This is an optimization exercise on Yosys and OpenROAD, whose aim is small area, a short achievable clock period and few clock cycles per item, not a production implementation. The RTL was checked by simulation tests, not by an equivalence proof against the original design.

Setup of v16:
Design axc_booth, start of the top module:
module axc_booth #(
        parameter integer NA=32,
        parameter integer NB=32,
        parameter integer NC=$clog2(NA)+1
    )(
        input   wire                 CLK,
        input   wire                 RST,
        input   wire                 START,
        input   wire  [NA-1:0]       A_in,
        input   wire  [NB-1:0]       B_in,
        input   wire  [NC-1:0]       C_in,
        output  wire  [NA+NB-1:0]    N_out,
        output  wire                 Done_out
    );
    localparam [63:0] Z = 64'hffffff5555555600;
    reg  [31:0] B_reg;
    reg  [31:0] A_reg;                   
    reg  [5:0]  q_reg;                   
    reg  [3:0]  cnt_reg;                 
    reg         skip_reg;
    reg  [3:0]  one_reg, two_reg, neg_reg;
    reg         pre;                     
    reg  [3:0]  st;                      
    reg         Done_reg;
    reg  [63:0] acc;
    wire        fast    = (C_in >= 6'd7);
    wire        skip_in = A_in[31] & C_in[0];
    wire [5:0]  q_in    = (C_in > 6'd32) ? 6'd35 : C_in + 6'd3;
    wire [7:0]  t_top   = A_in[31:24] ^ A_in[30:23];
    wire [3:0]  cnt_top = {3'b000, t_top[0]} + {3'b000, t_top[1]} + {3'b000, t_top[2]} + {3'b000, t_top[3]}
                        + {3'b000, t_top[4]} + {3'b000, t_top[5]} + {3'b000, t_top[6]} + {3'b000, t_top[7]};
    wire [3:0]  a_one, a_two, a_neg;
    genvar j;
    generate
        for (j = 0; j < 4; j = j + 1) begin : raw
            wire b1 = A_in[25+2*j], b0 = A_in[24+2*j], bm = A_in[23+2*j];
            assign a_one[j] = b0 ^ bm;
            assign a_two[j] = (b1 ^ b0) & ~(b0 ^ bm);
            assign a_neg[j] = b1 & ~(b0 & bm);
        end
    endgenerate
    wire [5:0]  q_run = (q_reg > {2'b00, cnt_reg}) ? q_reg - {2'b00, cnt_reg} : 6'd0;
  ...
For scale: ~1500 cells after synthesis, roughly 0.015 mm² of cells after synthesis.
Settings: LEC_CHECK=0, CAP_MARGIN=20, CORE_MARGIN=2, CORE_UTILIZATION=40, SLEW_MARGIN=20; clock period 11.0 ns.
run.sh (not shown) runs the stock make flow with config.mk's settings and CLKGATE_MAP_FILE= SYNTH_SCRIPT=/design/flow/synth_recipe.tcl, a recipe that flattens the netlist after the stock synthesis.
v16 finished all stages; the layout is clean.
Testbench counts of v16, summed over its fixed seeds: cycles 61,294, items 12,000.
Changes in v38 relative to v16:
==> flow/flow/run.sh (new file) <==
#!/bin/bash
# Standard layout, with Yosys's full-adder extraction turned off (ABC maps
# the adder logic itself) and timing repair aiming at 5 ns of setup slack.
bash standard.sh ADDER_MAP_FILE= SETUP_SLACK_MARGIN=5 finish > standard.log 2>&1
==> flow/standard.sh (new file) <==
#!/bin/bash
# synth_recipe.tcl (not shown) runs the flow's synth.tcl, then flattens the netlist and writes it again
# the make line also repeats each setting of config.mk as NAME=value (left out here)
make -C /OpenROAD-flow-scripts/flow DESIGN_CONFIG=/design/flow/config.mk WORK_HOME=/design/flow/orfs CLKGATE_MAP_FILE= SYNTH_SCRIPT=/design/flow/synth_recipe.tcl "${@:-finish}"
removed: flow/run.sh
[summary]
- For v16 and v38, there was not a single run that failed to finish clean.
- In v38, global-route usage is higher than in v16.
- [compare] base=v16 new=v38: first-pass GRT wire length saw an increase, area growth from synthesis to layout decreased by 3.2 points relative to the old numbers, area of the die grew by about 17%.

---

== blue ==
The RTL this note starts from:
==> flow/design.v <==
module transition_detect (
        input  wire [15:0] a,         
        input  wire        a_below,   
        input  wire [5:0]  q,
        input  wire        skip,
        output wire [7:0]  one,
        output wire [7:0]  two,
        output wire [7:0]  neg,
        output wire [5:0]  q_next
    );
    wire [15:0] t = a ^ {a[14:0], a_below};
    wire [2:0] c3 = t[15] + t[14] + t[13] + t[12];
    wire [2:0] c2 = t[11] + t[10] + t[9] + t[8];
    wire [2:0] c1 = t[7] + t[6] + t[5] + t[4];
    wire [2:0] c0 = t[3] + t[2] + t[1] + t[0];
    wire [3:0] e1 = c3 + c2;
    wire [3:0] e0 = e1 + c1;
    wire [4:0] cnt = e0 + c0;
    assign q_next = (q > cnt) ? q - cnt : 6'd0;
    wire [6:0] d3 = q + 7'd16;
    wire [6:0] d2 = q + 7'd16 - c3;
    wire [6:0] d1 = q + 7'd16 - e1;
    wire [6:0] d0 = q + 7'd16 - e0;
    function [3:0] win;
        input [6:0] d;
        input       s;
        integer u;
        begin
            for (u = 0; u < 4; u = u + 1)
                win[u] = s ? ((d >= u + 19) | (d == u + 17)) : (d >= u + 18);
        end
    endfunction
    function [3:0] nib;
        input [3:0] tt;
        input [3:0] w;
        begin
            nib[3] = tt[3] & w[0];
            nib[2] = tt[2] & (tt[3] ? w[1] : w[0]);
            case ({tt[3], tt[2]})
                2'b00: nib[1] = tt[1] & w[0];
                2'b11: nib[1] = tt[1] & w[2];
                default: nib[1] = tt[1] & w[1];
            endcase
            case ({tt[3], tt[2], tt[1]})
                3'b000: nib[0] = tt[0] & w[0];
                3'b111: nib[0] = tt[0] & w[3];
                3'b001, 3'b010, 3'b100: nib[0] = tt[0] & w[1];
                default: nib[0] = tt[0] & w[2];
            endcase
        end
    endfunction
    wire [15:0] keep = {nib(t[15:12], win(d3, skip)), nib(t[11:8], win(d2, skip)),
                        nib(t[7:4], win(d1, skip)), nib(t[3:0], win(d0, skip))};
    genvar j;
    generate
        for (j = 0; j < 8; j = j + 1) begin : pairs
            assign two[j] = keep[2*j+1] & ~keep[2*j];
            assign one[j] = keep[2*j];
            assign neg[j] = keep[2*j+1] ? a[2*j+1] : (keep[2*j] & a[2*j]);
        end
    endgenerate
endmodule
module barrel_shifter (
        input  wire [31:0] b,
        input  wire        one,
        input  wire        two,
        input  wire        neg,
        output wire [33:0] row
    );
    wire [32:0] bx = {b[31], b};
    wire [32:0] m  = ({33{one}} & bx) | ({33{two}} & {bx[31:0], 1'b0});
    wire [32:0] x  = m ^ {33{neg}};
    assign row = {~x[32], x};
endmodule
module axc_booth #(
        parameter integer NA=32,
        parameter integer NB=32,
        parameter integer NC=$clog2(NA)+1
    )(
        input   wire                 CLK,
        input   wire                 RST,
        input   wire                 START,
        input   wire  [NA-1:0]       A_in,
        input   wire  [NB-1:0]       B_in,
        input   wire  [NC-1:0]       C_in,
        output  wire  [NA+NB-1:0]    N_out,
        output  wire                 Done_out
    );
    localparam [63:0] Z = 64'hffff555555560000;
    reg  [31:0] A_reg;                   
    reg  [5:0]  C_reg;
    reg  [31:0] B_reg;
    reg  [5:0]  qlo_reg;                 
    reg  [7:0]  one_reg, two_reg, neg_reg;
    reg         pre, st1, st2, Done_reg;
    reg  [63:0] acc;
    wire fast = (C_in >= 6'd31);
    wire        skip = A_reg[31] & C_reg[0];
    wire [5:0]  q0   = (C_reg > 6'd32) ? 6'd35 : C_reg + 6'd3;
    wire [7:0]  d_one, d_two, d_neg;
    wire [5:0]  d_q;
    transition_detect TD (.a(pre ? A_reg[31:16] : A_reg[15:0]), .a_below(pre & A_reg[15]),
                          .q(pre ? q0 : qlo_reg), .skip(skip),
                          .one(d_one), .two(d_two), .neg(d_neg), .q_next(d_q));
    wire [7:0] r_one, r_two, r_neg;
    genvar j;
    generate
        for (j = 0; j < 8; j = j + 1) begin : raw
            wire b1 = A_in[17+2*j], b0 = A_in[16+2*j], bm = A_in[15+2*j];
            assign r_one[j] = b0 ^ bm;
            assign r_two[j] = (b1 ^ b0) & ~(b0 ^ bm);
            assign r_neg[j] = b1 & ~(b0 & bm);
        end
    endgenerate
    always @(posedge CLK) begin
        A_reg <= A_in;
        C_reg <= C_in;
        if (START) begin
            B_reg    <= B_in;
            qlo_reg  <= 6'd35;
            one_reg  <= r_one; two_reg <= r_two; neg_reg <= r_neg;
        end else begin
            if (pre) qlo_reg <= d_q;
            one_reg  <= d_one; two_reg <= d_two; neg_reg <= d_neg;
        end
    end
    wire [33:0] row [0:7];
    generate
        for (j = 0; j < 8; j = j + 1) begin : rows
            barrel_shifter BS (.b(B_reg), .one(one_reg[j]), .two(two_reg[j]), .neg(neg_reg[j]), .row(row[j]));
        end
    endgenerate
    wire [15:0] negbits = {1'b0, neg_reg[7], 1'b0, neg_reg[6], 1'b0, neg_reg[5], 1'b0, neg_reg[4],
                           1'b0, neg_reg[3], 1'b0, neg_reg[2], 1'b0, neg_reg[1], 1'b0, neg_reg[0]};
    wire [63:0] acc_in = {(st1 ? Z[63:16] : acc[47:0]), negbits};
    wire [63:0] sum = acc_in + {30'd0, row[0]} + {28'd0, row[1], 2'd0} + {26'd0, row[2], 4'd0}
                    + {24'd0, row[3], 6'd0} + {22'd0, row[4], 8'd0} + {20'd0, row[5], 10'd0}
                    + {18'd0, row[6], 12'd0} + {16'd0, row[7], 14'd0};
    always @(posedge CLK) begin
        if (st1 | st2) acc <= sum;
    end
    always @(posedge CLK) begin
        if (RST) begin
            pre <= 1'b0; st1 <= 1'b0; st2 <= 1'b0; Done_reg <= 1'b0;
        end else if (START) begin
            pre <= ~fast; st1 <= fast; st2 <= 1'b0; Done_reg <= 1'b0;
        end else begin
            pre <= 1'b0;
            st1 <= pre;
            st2 <= st1;
            if (st1) Done_reg <= 1'b1;
        end
    end
    assign N_out = acc;
    assign Done_out = Done_reg;
endmodule
make LEC_CHECK=0 ABC_CLOCK_PERIOD_IN_PS=5000 CAP_MARGIN=20 CORE_MARGIN=2 CORE_UTILIZATION=40 SETUP_SLACK_MARGIN=5 SLEW_MARGIN=20 finish   # period 11.0 ns
Stock flow here: none of the scripts above is used.
Testbench counts of blue, summed over its fixed seeds: cycles 41,712, items 12,000.
The following lists how red was set up differently from blue:
Settings: SETUP_SLACK_MARGIN removed (was 5).
Results
Comparing blue against red, there is no change at all in antenna diode count. red: number of iterations in the first detailed-routing pass 2 above blue. The final reports for red and blue show combined global-route utilization of all metal layers lower in the former. Diff blue -> red: average instance area after synthesis ~0 delta. Between blue and red, the pin count of the biggest net entering global routing figures differ only marginally. Clock latency at the later pin of the worst-skew pair of red is on par with blue.

static timing again, ports no longer ideal:
The results above use ideal ports. As a check the final layouts listed here were re-extracted and re-timed, cells and wires unchanged. Step 1 assumes that a clkbuf_16 drives the clock port and a buf_2 every other input. Step 2, shift: input delay + t, output delay - t, t = (earliest + latest rising clock arrival at the registers) / 2. This alone moves slack from input paths to output paths. Three values: no drivers, after step 1, after step 2; two values: the first two.
| run | t (ns) | setup WS [ns] | worst setup path after step 2 | cell pins on the clock port's net |
|---|---|---|---|---|
| v16 | 0.509 | 4.882 / 4.882 / 4.882 | register to register | 1 |
| v38 | 0.534 | 5.557 / 5.557 / 5.557 | register to register | 1 |
| blue | 0.560 | 4.981 / 4.981 / 4.981 | register to register | 1 |
| red | 0.552 | 3.698 / 3.698 / 3.698 | register to register | 1 |
After both steps every run listed still meets setup and hold.
